Context: an optimization exercise on an open-source flow, tuned for a short achievable clock period and few clock cycles. The choices shown serve that exercise and are no tape-out recipe. No run shown here included a check of the RTL's function; only the layout flow was run. No activity file was given, so power comes from the tool's default toggle rates.

--- flow/constraint.sdc ---
create_clock -name core_clock -period 10.0 [get_ports {CLK}]
set_input_delay 2.0000 -clock core_clock [delete_from_list [all_inputs] [get_ports {CLK}]]
set_output_delay 2.0000 -clock core_clock [all_outputs]
set_load 0.01 [all_outputs]
--- flow/run.sh ---
#!/bin/bash
# synth_recipe.tcl (not shown) runs the flow's synth.tcl, then flattens the netlist and writes it again
# the make line also repeats each setting of config.mk as NAME=value (left out here)
make -C /OpenROAD-flow-scripts/flow DESIGN_CONFIG=/design/flow/config.mk WORK_HOME=/design/flow/orfs CLKGATE_MAP_FILE= SYNTH_SCRIPT=/design/flow/synth_recipe.tcl finish
--- flow/design.v ---
module RISCV_TOP (
	input wire CLK,
	input wire RSTn,
	output wire I_MEM_CSN,
	input wire [31:0] I_MEM_DI, 
	output reg [11:0] I_MEM_ADDR, 
	output wire D_MEM_CSN,
	input wire [31:0] D_MEM_DI,
	output wire [31:0] D_MEM_DOUT,
	output wire [11:0] D_MEM_ADDR, 
	output wire D_MEM_WEN,
	output wire [3:0] D_MEM_BE,
	output wire RF_WE,
	output wire [4:0] RF_RA1,
	output wire [4:0] RF_RA2,
	output wire [4:0] RF_WA1,
	input wire [31:0] RF_RD1,
	input wire [31:0] RF_RD2,
	output wire [31:0] RF_WD,
	output wire HALT,                    
	output reg [31:0] NUM_INST,          
	output wire [31:0] OUTPUT_PORT       
	);
	reg rstq;
	reg csn;
	always @(posedge CLK) begin
		rstq <= RSTn;
		csn <= ~RSTn;
	end
	assign I_MEM_CSN = csn;
	assign D_MEM_CSN = csn;
	reg [11:2] pcF;
	reg vD;
	reg [31:0] irD;
	reg [11:2] pcD;
	reg predTD, hitD;
	reg [1:0] ctrD;
	reg [31:0] opA, opB, immE;
	reg selA_M, selA_W, selA_R;
	reg selB_I, selB_M, selB_W, selB_R;
	reg selS_M, selS_W, selS_R;
	reg subE, arithE;
	reg rAdd, rSll, rSlt, rSltu, rXor, rSr, rOr, rAnd, rLink;
	reg [2:0] f3E;
	reg [4:0] rdE;
	reg weE, ldE, stE, brE, jalE, jrE, haltE, vE;
	reg [12:2] linkE;
	reg [11:2] pcE, brTgtE, fallE, predNextE;
	reg predTE, hitE;
	reg [1:0] ctrE;
	reg [31:0] resM, stdM;
	reg [4:0] rdM;
	reg weM, ldM, nwenM, haltM, vM;
	reg [31:0] resW;
	reg [4:0] rdW;
	reg weW, haltW, vW;
	reg [31:0] btb_v;
	reg [11:7] btb_tag [0:31];
	reg [11:2] btb_tgt [0:31];
	reg btb_unc [0:31];
	reg [1:0] btb_ctr [0:31];
	reg updV, updUnc;
	reg [6:2] updIdx;
	reg [11:7] updTag;
	reg [11:2] updTgt;
	reg [1:0] updCtr;
	wire [6:2] fidx = pcF[6:2];
	wire hitF = rstq & btb_v[fidx] & (btb_tag[fidx] == pcF[11:7]);
	wire [1:0] ctrF = btb_ctr[fidx];
	wire predTF = hitF & (btb_unc[fidx] | ctrF[1]);
	wire [11:2] btbTgtF = btb_tgt[fidx];
	integer k;
	always @(posedge CLK) begin
		if (!rstq) begin
			btb_v <= 32'b0;
		end
		else if (updV) begin
			btb_v[updIdx] <= 1'b1;
			btb_tag[updIdx] <= updTag;
			btb_tgt[updIdx] <= updTgt;
			btb_unc[updIdx] <= updUnc;
			btb_ctr[updIdx] <= updCtr;
		end
	end
	wire [6:0] opD = irD[6:0];
	wire [4:0] rdD = irD[11:7];
	wire [4:0] rs1D = irD[19:15];
	wire [4:0] rs2D = irD[24:20];
	wire [2:0] f3D = irD[14:12];
	wire isRD = opD == 7'b0110011;
	wire isID = opD == 7'b0010011;
	wire isLdD = opD == 7'b0000011;
	wire isStD = opD == 7'b0100011;
	wire isBrD = opD == 7'b1100011;
	wire isJalD = opD == 7'b1101111;
	wire isJalrD = opD == 7'b1100111;
	wire wrD = isRD | isID | isLdD | isJalD | isJalrD;
	wire useRs1D = isRD | isID | isLdD | isStD | isBrD | isJalrD;
	wire useRs2D = isRD | isStD | isBrD;
	wire useImmD = isID | isLdD | isStD | isJalrD;
	wire [31:0] immD = isStD ? {{20{irD[31]}}, irD[31:25], irD[11:7]} : {{20{irD[31]}}, irD[31:20]};
	wire [11:2] tgtBD = pcD + {irD[7], irD[30:25], irD[11:9]};
	wire [11:2] tgtJD = pcD + {irD[20], irD[30:22]};
	wire [11:2] tgtJrD = linkE[11:2] + irD[31:22];
	wire [11:2] fallD = pcD + 10'd1;
	wire stall = vD & ldE & weE & ((useRs1D & (rs1D == rdE)) | (useRs2D & (rs2D == rdE)));
	wire redirE;
	wire [11:2] tgtE;
	wire jrFwdD = jalE & (rdE == rs1D) | jrE & (rdE == rs1D);
	wire dJal = isJalD & (pcF != tgtJD);
	wire dBr = isBrD & ~hitD & irD[31];
	wire dJr = isJalrD & weE & jrFwdD & (pcF != tgtJrD);
	wire redirD = vD & ~stall & (dJal | dBr | dJr);
	wire [11:2] tgtD = isJalD ? tgtJD : (isBrD ? tgtBD : tgtJrD);
	wire mA_E = weE & (rdE == rs1D);
	wire mA_M = weM & (rdM == rs1D);
	wire mB_E = weE & (rdE == rs2D);
	wire mB_M = weM & (rdM == rs2D);
	wire goE = vD & ~redirE & ~stall;
	always @(*) I_MEM_ADDR = {pcF, 2'b00};
	always @(posedge CLK) begin
		if (!RSTn) begin
			pcF <= 10'b0;
			vD <= 1'b0;
		end
		else if (redirE) begin
			pcF <= tgtE;
			vD <= 1'b0;
		end
		else if (!stall) begin
			if (redirD) pcF <= tgtD;
			else if (predTF) pcF <= btbTgtF;
			else pcF <= pcF + 10'd1;
			vD <= ~redirD;
		end
	end
	always @(posedge CLK) begin
		if (!stall) begin
			irD <= I_MEM_DI;
			pcD <= pcF;
			predTD <= predTF;
			hitD <= hitF;
			ctrD <= ctrF;
		end
	end
	always @(posedge CLK) begin
		opA <= RF_RD1;
		opB <= RF_RD2;
		immE <= immD;
		selA_M <= mA_E;
		selA_W <= ~mA_E & mA_M;
		selA_R <= ~mA_E & ~mA_M;
		selB_I <= useImmD;
		selB_M <= ~useImmD & mB_E;
		selB_W <= ~useImmD & ~mB_E & mB_M;
		selB_R <= ~useImmD & ~mB_E & ~mB_M;
		selS_M <= mB_E;
		selS_W <= ~mB_E & mB_M;
		selS_R <= ~mB_E & ~mB_M;
		subE <= (isRD & (f3D == 3'b000) & irD[30]) | ((isRD | isID) & (f3D == 3'b010 || f3D == 3'b011)) | isBrD;
		arithE <= irD[30];
		rAdd <= ((isRD | isID) & (f3D == 3'b000)) | isLdD | isStD;
		rSll <= (isRD | isID) & (f3D == 3'b001);
		rSlt <= (isRD | isID) & (f3D == 3'b010);
		rSltu <= (isRD | isID) & (f3D == 3'b011);
		rXor <= (isRD | isID) & (f3D == 3'b100);
		rSr <= (isRD | isID) & (f3D == 3'b101);
		rOr <= (isRD | isID) & (f3D == 3'b110);
		rAnd <= (isRD | isID) & (f3D == 3'b111);
		rLink <= isJalD | isJalrD;
		f3E <= f3D;
		rdE <= rdD;
		linkE <= {1'b0, pcD} + 11'd1;
		pcE <= pcD;
		brTgtE <= isJalD ? tgtJD : tgtBD;
		fallE <= fallD;
		predNextE <= redirD ? tgtD : pcF;
		predTE <= predTD | (isBrD & dBr);
		hitE <= hitD;
		ctrE <= ctrD;
	end
	always @(posedge CLK) begin
		if (!RSTn) begin
			vE <= 1'b0;
			weE <= 1'b0;
			ldE <= 1'b0;
			stE <= 1'b0;
			brE <= 1'b0;
			jalE <= 1'b0;
			jrE <= 1'b0;
			haltE <= 1'b0;
		end
		else begin
			vE <= goE;
			weE <= goE & wrD & (rdD != 5'd0);
			ldE <= goE & isLdD;
			stE <= goE & isStD;
			brE <= goE & isBrD;
			jalE <= goE & isJalD;
			jrE <= goE & isJalrD;
			haltE <= goE & (irD == 32'h00008067);
		end
	end
	wire [31:0] A = ({32{selA_M}} & resM) | ({32{selA_W}} & resW) | ({32{selA_R}} & opA);
	wire [31:0] B = ({32{selB_I}} & immE) | ({32{selB_M}} & resM) | ({32{selB_W}} & resW) | ({32{selB_R}} & opB);
	wire [31:0] S = ({32{selS_M}} & resM) | ({32{selS_W}} & resW) | ({32{selS_R}} & opB);
	wire [32:0] sum = {1'b0, A} + {1'b0, B ^ {32{subE}}} + {32'b0, subE};
	wire ltu = ~sum[32];
	wire lt = (A[31] ^ B[31]) ? A[31] : sum[31];
	wire eq = (A == S);
	wire signed [31:0] sraV = $signed(A) >>> B[4:0];
	wire [31:0] srlV = A >> B[4:0];
	wire [31:0] srv = arithE ? sraV : srlV;
	wire [31:0] res =
		({32{rAdd}} & sum[31:0]) |
		({32{rSll}} & (A << B[4:0])) |
		({32{rSlt}} & {31'b0, lt}) |
		({32{rSltu}} & {31'b0, ltu}) |
		({32{rXor}} & (A ^ B)) |
		({32{rSr}} & srv) |
		({32{rOr}} & (A | B)) |
		({32{rAnd}} & (A & B)) |
		({32{rLink}} & {19'b0, linkE, 2'b00});
	reg taken;
	always @(*) begin
		case (f3E)
			3'b000: taken = eq;
			3'b001: taken = ~eq;
			3'b100: taken = lt;
			3'b101: taken = ~lt;
			3'b110: taken = ltu;
			3'b111: taken = ~ltu;
			default: taken = 1'b0;
		endcase
	end
	wire jrMiss = (sum[11:2] != predNextE);
	assign redirE = (brE & (taken ^ predTE)) | (jrE & jrMiss);
	assign tgtE = jrE ? sum[11:2] : (predTE ? fallE : brTgtE);
	always @(posedge CLK) begin
		updV <= (brE & (taken | hitE)) | (jalE & (brTgtE != fallE)) | jrE;
		updIdx <= pcE[6:2];
		updTag <= pcE[11:7];
		updTgt <= jrE ? sum[11:2] : brTgtE;
		updUnc <= ~brE;
		if (hitE)
			updCtr <= taken ? ((ctrE == 2'b11) ? 2'b11 : ctrE + 2'd1) : ((ctrE == 2'b00) ? 2'b00 : ctrE - 2'd1);
		else
			updCtr <= 2'b11;
	end
	always @(posedge CLK) begin
		resM <= res;
		stdM <= S;
		rdM <= rdE;
		ldM <= ldE;
	end
	always @(posedge CLK) begin
		if (!RSTn) begin
			weM <= 1'b0;
			nwenM <= 1'b1;
			haltM <= 1'b0;
			vM <= 1'b0;
		end
		else begin
			weM <= weE;
			nwenM <= ~stE;
			haltM <= haltE & (A == 32'd12);
			vM <= vE;
		end
	end
	assign D_MEM_ADDR = resM[11:0];
	assign D_MEM_DOUT = stdM;
	assign D_MEM_WEN = nwenM;
	assign D_MEM_BE = 4'b1111;
	always @(posedge CLK) begin
		resW <= ldM ? D_MEM_DI : resM;
		rdW <= rdM;
	end
	always @(posedge CLK) begin
		if (!RSTn) begin
			weW <= 1'b0;
			haltW <= 1'b0;
			vW <= 1'b0;
		end
		else begin
			weW <= weM;
			haltW <= haltM;
			vW <= vM;
		end
	end
	assign RF_RA1 = rs1D;
	assign RF_RA2 = rs2D;
	assign RF_WE = weW;
	assign RF_WA1 = rdW;
	assign RF_WD = resW;
	assign OUTPUT_PORT = resW;
	assign HALT = haltW;
	always @(posedge CLK) begin
		if (!rstq) NUM_INST <= 32'b0;
		else NUM_INST <= NUM_INST + {31'b0, vW};
	end
endmodule
--- flow/config.mk ---
export PLATFORM = sky130hd
export DESIGN_NAME = RISCV_TOP
export DESIGN_NICKNAME = RISCV_TOP
export VERILOG_FILES = /design/flow/design.v
export SDC_FILE = /design/flow/constraint.sdc
export NUM_CORES = 4
export LEC_CHECK = 0
export CAP_MARGIN = 20
export CORE_MARGIN = 2
export CORE_UTILIZATION = 40
export SETUP_SLACK_MARGIN = 5
export SLEW_MARGIN = 20
export TNS_END_PERCENT = 100
==> results of run 1 <==
## through the flow
| stage | setup slack [ns] | power [W] | util, % | cell area, um^2 |
|---|---|---|---|---|
| after floorplan | 5.04 | 0.00532 | - | 47000 |
| after global placement | 4.05 | 0.00573 | 44.1 | 51300 |
| after detailed placement | 4.04 | 0.00572 | 44.1 | 51300 |
| after CTS | 5.04 | 0.00963 | 47.2 | 55000 |
| after global routing | 5.00 | 0.00992 | 47.3 | 55100 |
| final | 5.23 | 0.00959 | 47.3 | 55100 |
## timing repair
item / in CTS / in global routing
resized for setup: 10 / 13
setup buffers: 9 / 3
pin swaps: 2 / 3
cloned: 0 / 1
setup endpoints to repair: 34 / 26
## per-layer routing
layer | wire length [um] | global-route usage (%)
met2 | 67400 | 37.6
met4 | 3740 | 6.35
met5 | 0 | 0
met3 | 12600 | 4.42
met1 | 65900 | 35.0
## registers in the layout, indices dropped and copies added (netlist names), 9 cells and up, named ones only
signal and cells:
btb_tgt 320, btb_tag 160, btb_ctr 64, NUM_INST 32
btb_unc 32, btb_v 32, irD 32, opA 32
opB 32, resM 32, resW 32, stdM 32
immE 12, brTgtE 10, pcD 10, pcE 10
pcF 10, predNextE 10, updTgt 10, fallE 9
## layout by cell type, fill, tap and decap left out, types with 139 or more instances in the layout
master / count
sky130_fd_sc_hd__o21ai_0: 139
sky130_fd_sc_hd__clkdlybuf4s50_1: 299
sky130_fd_sc_hd__dfxtp_1: 359
sky130_fd_sc_hd__a21oi_1: 192
sky130_fd_sc_hd__inv_1: 144
sky130_fd_sc_hd__nand2_1: 322
sky130_fd_sc_hd__nor2_1: 140
sky130_fd_sc_hd__mux4_2: 162
sky130_fd_sc_hd__edfxtp_1: 622
sky130_fd_sc_hd__mux2i_1: 156
## cell type report
cell class / count / share of cell area (%)
diodes: 2 / 0.00909
clock buffers: 137 / 5.31
clock inverters: 58 / 1.05
inverters: 147 / 1.00
multi-input cells: 2389 / 34.7
flip-flops and latches: 999 / 47.7
well taps: 1524 / 3.46
repair buffers: 388 / 6.81
## cell families (layout without fill, tap and decap cells)
| family | Yosys count | after routing |
|---|---|---|
| flops | 999 | 999 |
| simple gates | 905 | 905 |
| compound gates | 746 | 746 |
| buf+inv | 420 | 730 |
| mux | 382 | 382 |
| xor+xnor | 221 | 221 |
| fa+ha+maj | 129 | 129 |
| other cells | 2 | 8 |
## worst max-delay path: stages, from the launching register on
cell and delay [ns]:
sky130_fd_sc_hd__dfxtp_1 0.34, sky130_fd_sc_hd__buf_8 0.22, sky130_fd_sc_hd__a22oi_1 0.13, sky130_fd_sc_hd__nand2_2 0.17, sky130_fd_sc_hd__buf_12 0.23, sky130_fd_sc_hd__clkinv_1 0.13
sky130_fd_sc_hd__buf_12 0.22, sky130_fd_sc_hd__xnor2_1 0.16, sky130_fd_sc_hd__ha_1 0.38, sky130_fd_sc_hd__nor2b_1 0.17, sky130_fd_sc_hd__o31a_1 0.32, sky130_fd_sc_hd__a41oi_2 0.31
sky130_fd_sc_hd__o21bai_1 0.10, sky130_fd_sc_hd__a21oi_1 0.23, sky130_fd_sc_hd__xnor2_1 0.29, sky130_fd_sc_hd__xor2_1 0.18, sky130_fd_sc_hd__o41ai_4 0.40, sky130_fd_sc_hd__o211ai_4 0.15
sky130_fd_sc_hd__buf_4 0.23, sky130_fd_sc_hd__nor4_1 0.26
## worst max-delay path by stage
stage	start	end	slack [ns]	cells after the start
floorplan	selB_I	pcF[9]	5.04	19
global placement	selB_M	pcF[9]	4.05	19
detailed placement	selB_M	pcF[9]	4.04	19
CTS	selB_I	haltE	5.04	15
global route	selB_M	ldE	5.00	20
finish	selB_M	haltE	5.23	19
## power by group through the flow
stage / clock network, W / registers (W) / logic [W]
2_1_floorplan: 0 / 0.00461 / 0.000711
3_3_place_gp: 0 / 0.00468 / 0.00104
3_5_place_dp: 0 / 0.00468 / 0.00104
4_1_cts: 0.00398 / 0.00460 / 0.00105
5_1_grt: 0.00416 / 0.00461 / 0.00115
6_report: 0.00392 / 0.00460 / 0.00108
==> results.rst, run 1 <==
.. list-table::
   :header-rows: 1

   * - Metric
     - Value
   * - Summed negative setup slack over all endpoints
     - 0 ns
   * - Post-DRT Antenna Nets
     - 0
   * - Final net count
     - 4287
   * - Number of standard-cell rows in the floorplan
     - 125
   * - Maximum clock path buffer count
     - 3
   * - Proportion of power drawn by combinational gates
     - 11.2%
   * - Reg2Reg Setup Slack
     - 5.23 ns
   * - Average instance area after synthesis
     - 12.4 um^2
   * - Count of placed standard cells in the final layout, fillers left out
     - 5644
   * - Largest fanout on the critical path
     - 50
   * - Maximum number of pins on one net before global-route repair
     - 114
   * - Hold path cells
     - 0
   * - Count of warnings emitted by yosys
     - 1
   * - Share of the synthesized area in the top cell type
     - 39.7%
   * - Worst-case vdd ir drop
     - 0.000160 V
   * - Most frequent cells after synthesis
     - 622 x sky130_fd_sc_hd__edfxtp_1, 377 x sky130_fd_sc_hd__dfxtp_1, 327 x sky130_fd_sc_hd__nand2_1
   * - Number of global-route vias before repair
     - 31.8k
   * - Int Power
     - 0.00716 W
   * - Via count
     - 33.0k
   * - Overall die area
     - 120000 um^2
   * - Power density normalized to cell area
     - 174 nW/um^2
   * - Storage cell area
     - 26300 um^2
   * - FF+latch count, synth
     - 999
   * - Clock share of power
     - 40.9%
   * - Fraction of synthesized area in multiplexers
     - 12.6%
   * - Layout cell share with drive strength beyond 1
     - 13.6%
   * - Distinct cell type count after synthesis
     - 81
   * - Tot GR Track Use
     - 24.3%
   * - CP Data Required Time
     - 10.60 ns
   * - Clock latency at the later pin of the worst-skew pair
     - 0.72 ns
   * - Relative area change from synthesis to final layout
     - 17.1%
   * - Critical Path Source Type
     - flip-flop
   * - Area fraction in compound gates after synthesis
     - 10.7%
   * - CTS sink cnt
     - 999
   * - Worst hold margin
     - 0.334 ns
   * - Share of total power consumed by net switching
     - 25.4%
   * - Net switching power
     - 0.00243 W
   * - Reported leakage power
     - 19.5 nW
   * - Footprint of the multi-input gates
     - 19100 um^2
   * - Input/output buffers
     - 299
   * - Dominant combinational cell family by area after synthesis
     - multiplexers
   * - Number of H-tree branching levels
     - 3
   * - Post-Synthesis Cell Area
     - 47000 um^2
   * - Proportion of synthesized flip-flops having asynchronous set or reset
     - 0%
   * - Initial antenna violation count
     - 3
   * - Cell with the most instances after synthesis
     - sky130_fd_sc_hd__edfxtp_1
   * - Die outline height
     - 347 um
   * - Critical register-to-register path endpoint
     - haltE
   * - Detailed router's first-iteration violation count
     - 3962
   * - Worst EP arrival
     - 5.37 ns
   * - Length in cells of the worst reg-to-reg path
     - 19
   * - Number of enable flip-flop cells after synthesis
     - 622
   * - Final Slew Violations
     - 0
   * - Final WL
     - 150000 um
   * - Type of the worst setup path
     - reg -> reg
   * - Post-synthesis instance total
     - 3804
   * - Post-synthesis simple-gate area fraction
     - 9.24%
   * - TritonCTS clock tree
     - yes
   * - Max Clk Rate
     - 0.210 GHz
   * - Detail-routed via count per cell
     - 5.85
   * - Count of endpoints failing hold in the final timing report
     - 0
   * - Area share of xor/xnor cells in the synthesized design
     - 4.18%
   * - Adder-Cell Fraction of Synth Area
     - 3.50%
   * - # Max-Cap Violations
     - 0
   * - I/O Pins
     - 306
   * - Endpoint class of the critical path
     - flip-flop
   * - Result of the run
     - finished clean
   * - Remaining max-slew budget at the tightest pin
     - 25.0%
   * - Largest area contributor in the netlist
     - sky130_fd_sc_hd__edfxtp_1
   * - Final period util
     - 47.7%
   * - DR pass1 iterations
     - 9
   * - Starting density of the core
     - 40.4%
   * - Estimated wirelength of the detail-placed design
     - 102000 um
   * - Clock slew seen by the registers of the worst setup and hold paths
     - 0.06 ns
   * - Setup repair after global routing missed its margin
     - no
   * - Clock tree root driver cell
     - sky130_fd_sc_hd__clkbuf_16
   * - Core Region
     - 116000 um^2
   * - Count of unresolved DRC violations after routing
     - 0
   * - Most area-consuming cells after synthesis
     - sky130_fd_sc_hd__edfxtp_1 40%, sky130_fd_sc_hd__dfxtp_1 16%, sky130_fd_sc_hd__mux4_2 7.8%, sky130_fd_sc_hd__ha_1 3.3%, sky130_fd_sc_hd__mux2i_1 3.3%
   * - Num CTS Buffers
     - 103
   * - Wire length per cell
     - 26.5 um
   * - Die extent in x
     - 347 um
   * - Portion of the post-synthesis area used by sequential elements
     - 55.8%
   * - Period minus WS final
     - 4.77 ns
   * - Most used DFF post-synth
     - sky130_fd_sc_hd__edfxtp_1
   * - Worst min-delay path endpoint
     - updIdx[3]
   * - Number of cells after detailed placement
     - 5434
   * - First-pass GRT wire length
     - 219000 um
   * - Measured slew at the worst slew-check pin
     - 1.12 ns
   * - Number of setup violations in the final report
     - 0
   * - CTS Hold Buffers Added
     - 0
   * - Sequential share of power
     - 47.9%
   * - Final clock skew
     - 0.0352 ns
   * - Type of the worst min-delay path
     - reg -> reg
   * - Fill cell instance count of the final layout
     - 10.4k
   * - Overflow left after global routing
     - 0
   * - Worst min-delay path startpoint
     - pcE[3]
   * - Startpoint of the most critical register-to-register path
     - selB_M
   * - Weighted congestion reported at the end of routability-driven placement
     - 0.989
==> run 2: changes to the inputs <==
==> flow/flow/run.sh (new file) <==
#!/bin/bash
set -o pipefail
bash standard.sh SETUP_SLACK_MARGIN=6.5 TNS_END_PERCENT=100 finish > standard_flow.log 2>&1
==> flow/standard.sh (new file) <==
#!/bin/bash
# synth_recipe.tcl (not shown) runs the flow's synth.tcl, then flattens the netlist and writes it again
# the make line also repeats each setting of config.mk as NAME=value (left out here)
make -C /OpenROAD-flow-scripts/flow DESIGN_CONFIG=/design/flow/config.mk WORK_HOME=/design/flow/orfs CLKGATE_MAP_FILE= SYNTH_SCRIPT=/design/flow/synth_recipe.tcl "${@:-finish}"
--- a/flow/config.mk
+++ b/flow/config.mk
@@ -10,4 +10,2 @@
 export CORE_UTILIZATION = 40
-export SETUP_SLACK_MARGIN = 5
 export SLEW_MARGIN = 20
-export TNS_END_PERCENT = 100
removed: flow/run.sh
==> run 2 against run 1 <==
Against the previous run:
- still clean on timing, DRC and antenna
- global-route usage is 1.2 points higher
- sequential cell count is the same
- combinational power increased by 17%
- count of clock-buffer cells in the layout shrank 8
- worst setup slack improved by 0.75 ns
- register-to-register slack improved by 0.75 ns
- power is 3.3% higher
- utilization grew 2.3 points
- highest routed layer is now met5
==> results.rst, run 2 <==
.. list-table::
   :header-rows: 1

   * - Metric
     - Value
   * - Wire length per cell
     - 27.4 um (+3.4%)
   * - Clock latency at the later pin of the worst-skew pair
     - 0.70 ns (-0.02 ns)
   * - Number of enable flip-flop cells after synthesis
     - 622 (unchanged)
   * - Average instance area after synthesis
     - 12.4 um^2 (unchanged)
   * - Initial antenna violation count
     - 7 (+4)
   * - Clock share of power
     - 41.0% (about the same)
   * - Maximum number of pins on one net before global-route repair
     - 70 (-39%)
   * - Post-Synthesis Cell Area
     - 47000 um^2 (unchanged)
   * - Die extent in x
     - 347 um (unchanged)
   * - Number of H-tree branching levels
     - 3 (unchanged)
   * - Weighted congestion reported at the end of routability-driven placement
     - 0.983 (-0.57%)
   * - Length in cells of the worst reg-to-reg path
     - 17 (-2)
   * - Post-synthesis instance total
     - 3804 (unchanged)
   * - Number of global-route vias before repair
     - 32.6k (+2.5%)
   * - Num CTS Buffers
     - 104 (+0.97%)
   * - Register name with the most flops
     - btb_tgt
   * - TritonCTS clock tree
     - yes
   * - Critical Path Source Type
     - flip-flop
   * - Leading cell type in the layout, fill and taps excluded
     - sky130_fd_sc_hd__edfxtp_1
   * - Max Clk Rate
     - 0.248 GHz (+19%)
   * - Summed negative setup slack over all endpoints
     - 0 ns (unchanged)
   * - Count of endpoints failing hold in the final timing report
     - 0 (unchanged)
   * - Most frequent cells in the layout
     - 622 x sky130_fd_sc_hd__edfxtp_1, 311 x sky130_fd_sc_hd__nand2_1, 294 x sky130_fd_sc_hd__dfxtp_1, 178 x sky130_fd_sc_hd__buf_4, 171 x sky130_fd_sc_hd__a21oi_1
   * - I/O Pins
     - 306 (unchanged)
   * - Proportion of synthesized flip-flops having asynchronous set or reset
     - 0% (unchanged)
   * - Most area-consuming cells after synthesis
     - sky130_fd_sc_hd__edfxtp_1 40%, sky130_fd_sc_hd__dfxtp_1 16%, sky130_fd_sc_hd__mux4_2 7.8%, sky130_fd_sc_hd__ha_1 3.3%, sky130_fd_sc_hd__mux2i_1 3.3%
   * - Number of setup violations in the final report
     - 0 (unchanged)
   * - Clock slew seen by the registers of the worst setup and hold paths
     - 0.06 ns (about the same)
   * - Distinct cell type count after synthesis
     - 81 (unchanged)
   * - Worst min-delay path endpoint
     - updTag[11]
   * - Final Slew Violations
     - 0 (unchanged)
   * - Count of unresolved DRC violations after routing
     - 0 (unchanged)
   * - Overflow left after global routing
     - 0 (unchanged)
   * - Remaining max-slew budget at the tightest pin
     - 25.9% (+0.91 points)
   * - Sequential share of power
     - 46.2% (-1.7 points)
   * - Cell area after placement
     - 51500 um^2 (+0.24%)
   * - Final period util
     - 40.2% (-7.5 points)
   * - Reg2Reg Setup Slack
     - 5.98 ns (+0.75 ns)
   * - Detail-routed via count per cell
     - 5.92 (+1.2%)
   * - Cell with the most instances after synthesis
     - sky130_fd_sc_hd__edfxtp_1
   * - Endpoint class of the critical path
     - flip-flop
   * - Period minus WS final
     - 4.02 ns (-0.747 ns)
   * - Max reg flops
     - 320 (unchanged)
   * - DR pass1 iterations
     - 9 (unchanged)
   * - Critical register-to-register path endpoint
     - pcF[9]
   * - Startpoint of the most critical register-to-register path
     - selB_W
   * - Layout cell share with drive strength beyond 1
     - 21.9% (+8.3 points)
   * - Measured slew at the worst slew-check pin
     - 1.11 ns (-0.0136 ns)
   * - Share of total power consumed by net switching
     - 25.6% (+0.19 points)
   * - Die outline height
     - 347 um (unchanged)
   * - Net switching power
     - 0.00253 W (+4.0%)
   * - Final clock skew
     - 0.0313 ns (-0.00381 ns)
   * - Via count
     - 34.3k (+3.9%)
   * - Most used DFF post-synth
     - sky130_fd_sc_hd__edfxtp_1
   * - Final net count
     - 4435 (+3.5%)
   * - Worst-case vdd ir drop
     - 0.000155 V (-3.4%)
   * - FF+latch count, synth
     - 999 (unchanged)
   * - Proportion of power drawn by combinational gates
     - 12.8% (+1.6 points)
   * - Detailed router's first-iteration violation count
     - 4308 (+8.7%)
   * - Largest fanout on the critical path
     - 8 (-84%)
   * - Power density normalized to cell area
     - 172 nW/um^2 (-1.5%)
   * - Largest area contributor in the netlist
     - sky130_fd_sc_hd__edfxtp_1
   * - Type of the worst min-delay path
     - reg -> reg
   * - CTS Hold Buffers Added
     - 0 (unchanged)
   * - CTS sink cnt
     - 999 (unchanged)
   * - Fin worst setup slack
     - 5.98 ns (+0.747 ns)
   * - Final design instance area without fill
     - 57700 um^2 (+4.9%)
   * - Pre-CTS worst setup slack
     - 4.11 ns (+0.0675 ns)
   * - Post-DRT Antenna Nets
     - 0 (unchanged)
   * - Relative area change from synthesis to final layout
     - 22.9%
   * - Worst EP arrival
     - 4.60 ns (-0.77 ns)
   * - Hold path cells
     - 0 (unchanged)
   * - Result of the run
     - finished clean
   * - Count of warnings emitted by yosys
     - 1 (unchanged)
   * - Portion of the post-synthesis area used by sequential elements
     - 55.8% (unchanged)
   * - Clock tree root driver cell
     - sky130_fd_sc_hd__clkbuf_16
   * - Int Power
     - 0.00738 W (+3.0%)
   * - Reported leakage power
     - 21.4 nW (+9.4%)
   * - CP Data Required Time
     - 10.58 ns (-0.02 ns)
   * - Worst min-delay path startpoint
     - pcE[11]
   * - First-pass GRT wire length
     - 228000 um (+4.1%)
   * - Tot GR Track Use
     - 25.5% (+1.2 points)
   * - Starting density of the core
     - 40.4% (unchanged)
   * - Overall die area
     - 120000 um^2 (unchanged)
   * - Final WL
     - 159000 um (+6.1%)
   * - Number of standard-cell rows in the floorplan
     - 125 (unchanged)
   * - # Max-Cap Violations
     - 0 (unchanged)
   * - Setup repair after global routing missed its margin
     - yes
   * - Estimated wirelength of the detail-placed design
     - 105000 um (+2.5%)
   * - Most frequent cells after synthesis
     - 622 x sky130_fd_sc_hd__edfxtp_1, 377 x sky130_fd_sc_hd__dfxtp_1, 327 x sky130_fd_sc_hd__nand2_1
   * - Largest registers
     - btb_tgt x320, btb_tag x160, btb_ctr x64
   * - Type of the worst setup path
     - reg -> reg
   * - Maximum clock path buffer count
     - 3 (unchanged)
   * - Core Region
     - 116000 um^2 (unchanged)
   * - Input/output buffers
     - 299 (unchanged)
   * - Share of the synthesized area in the top cell type
     - 39.7% (unchanged)
run 2: cell count changes in the layout (fill, tap and decap cells not counted), moves of 13 or more:
cell and change:
sky130_fd_sc_hd__a21oi_1 -21, sky130_fd_sc_hd__dfxtp_1 -65, sky130_fd_sc_hd__dlygate4sd2_1 +162, sky130_fd_sc_hd__buf_4 +101
sky130_fd_sc_hd__o21ai_1 +14, sky130_fd_sc_hd__dfxtp_4 +25, sky130_fd_sc_hd__dfxtp_2 +40, sky130_fd_sc_hd__clkdlybuf4s50_1 -170
sky130_fd_sc_hd__buf_6 +13, sky130_fd_sc_hd__o21ai_0 -21, sky130_fd_sc_hd__ha_1 -13, sky130_fd_sc_hd__a21oi_2 +18
sky130_fd_sc_hd__buf_12 +18
run 2: worst max-delay path, cell delays in order, from the launching register on:
cell,delay (ns)
sky130_fd_sc_hd__dfxtp_4,0.38
sky130_fd_sc_hd__buf_4,0.16
sky130_fd_sc_hd__bufbuf_16,0.26
sky130_fd_sc_hd__a22oi_1,0.15
sky130_fd_sc_hd__nand3_1,0.21
sky130_fd_sc_hd__xor2_1,0.24
sky130_fd_sc_hd__ha_2,0.35
sky130_fd_sc_hd__a21oi_2,0.21
sky130_fd_sc_hd__o21ai_0,0.12
sky130_fd_sc_hd__a21o_1,0.19
sky130_fd_sc_hd__a21o_1,0.20
sky130_fd_sc_hd__a41oi_4,0.29
sky130_fd_sc_hd__o21a_1,0.17
sky130_fd_sc_hd__o211ai_1,0.14
sky130_fd_sc_hd__o21a_2,0.18
sky130_fd_sc_hd__o211ai_4,0.21
sky130_fd_sc_hd__buf_6,0.16
sky130_fd_sc_hd__mux2_4,0.29
run 2: how the worst max path moves through the flow:
stage,endpoint,start,depth (start not counted),slack [ns]
floorplan,flip-flop,selB_W,19,6.05
global placement,pcF[9],selB_R,17,4.10
detailed placement,pcF[9],selB_R,17,4.11
CTS,pcF[9],selB_W,17,6.10
global route,pcF[9],selB_W,17,5.85
finish,pcF[9],selB_W,17,5.98
run 2: final cells by class:
| type | instances | area [um^2] |
|---|---|---|
| well taps | 1524 | 1910 |
| flip-flops and latches | 999 | 26400 |
| inverters | 147 | 576 |
| multi-input cells | 2389 | 20000 |
| diodes | 3 | 7.51 |
| repair buffers | 534 | 5220 |
| repair inverters | 1 | 8.76 |
| clock buffers | 129 | 2860 |
| fillers | 10300 | 58600 |
| clock inverters | 66 | 749 |
run 2: per-stage QoR:
| step | total power (W) | hold WS [ns] | utilization [%] | cells |
|---|---|---|---|---|
| global route | 0.0102 | 0.331 | 49.6 | 5789 |
| finish | 0.00991 | 0.326 | 49.6 | 5792 |
| global placement | 0.00574 | 0.312 | 44.2 | 5435 |
| detailed placement | 0.00574 | 0.314 | 44.2 | 5435 |
| CTS | 0.00990 | 0.327 | 49.0 | 5748 |
| floorplan | 0.00533 | 0.310 | - | 3808 |
run 2: logic make-up (layout without fill, tap and decap cells):
logic type               Yosys count  count (layout)  share of synthesized area, %
XOR/XNOR                         221             221                          4.18
AO/OA/AOI/OAI                    746             746                          10.7
adder cells (fa/ha/maj)          129             129                          3.50
other                              2               9                        0.0160
AND/OR/NAND/NOR                  905             905                          9.24
multiplexers                     382             382                          12.6
flip-flops                       999             999                          55.8
buffers and inverters            420             877                          3.99
run 2: routing by layer:
layer / part of all wire [%] / track usage (%) / vias up / wire length (um)
li1: - / - / 15100 / -
met1: 43 / 36.6 / 17200 / 68500
met2: 44 / 38.6 / 1793 / 70000
met3: 9.5 / 5.52 / 285 / 15100
met4: 3.3 / 7.43 / 4 / 5160
met5: 0.021 / 0 / - / 34
run 2: power groups by stage:
stage | clock network (W) | registers (W) | logic [W]
3_5_place_dp | 0 | 0.00469 | 0.00104
3_3_place_gp | 0 | 0.00469 | 0.00105
2_1_floorplan | 0 | 0.00461 | 0.000723
6_report | 0.00407 | 0.00458 | 0.00126
5_1_grt | 0.00428 | 0.00458 | 0.00134
4_1_cts | 0.00413 | 0.00458 | 0.00119
run 2: timing repair:
action	in CTS	in global routing
buffers inserted	109	36
endpoints found under the setup margin	253	69
resized for setup	450	89
gates cloned	9	5
pin swaps	63	55

[re-timing with driven ports]
In the flow no input, the clock included, has a driving cell. The finished layouts below were timed again as built, in two steps.
Step 1 sets driving cells, clkbuf_16 on the clock port and buf_2 on the other inputs (assumed; they add their load-dependent delay and slew).
Step 2 also shifts input and output timing later by t, the mid clock arrival at the registers, as if the neighbouring blocks saw the same clock.
Slacks: ideal / step 1 / step 2; pairs: ideal / step 1.
| run | shift t [ns] | slack for setup (ns) | latest minus earliest clock arrival (ns) | pins driven straight from the clock port |
|---|---|---|---|---|
| run 1 | 0.768 | 5.229 / 5.229 / 5.229 | 0.038 / 0.037 | 1 |
| run 2 | 0.750 | 5.976 / 5.976 / 5.866 | 0.041 / 0.041 | 1 |
After both steps setup and hold are still met in every run listed. The setup slack of run 2, which loses most, moves by 0.000 ns with the drivers and by -0.110 ns with both steps.
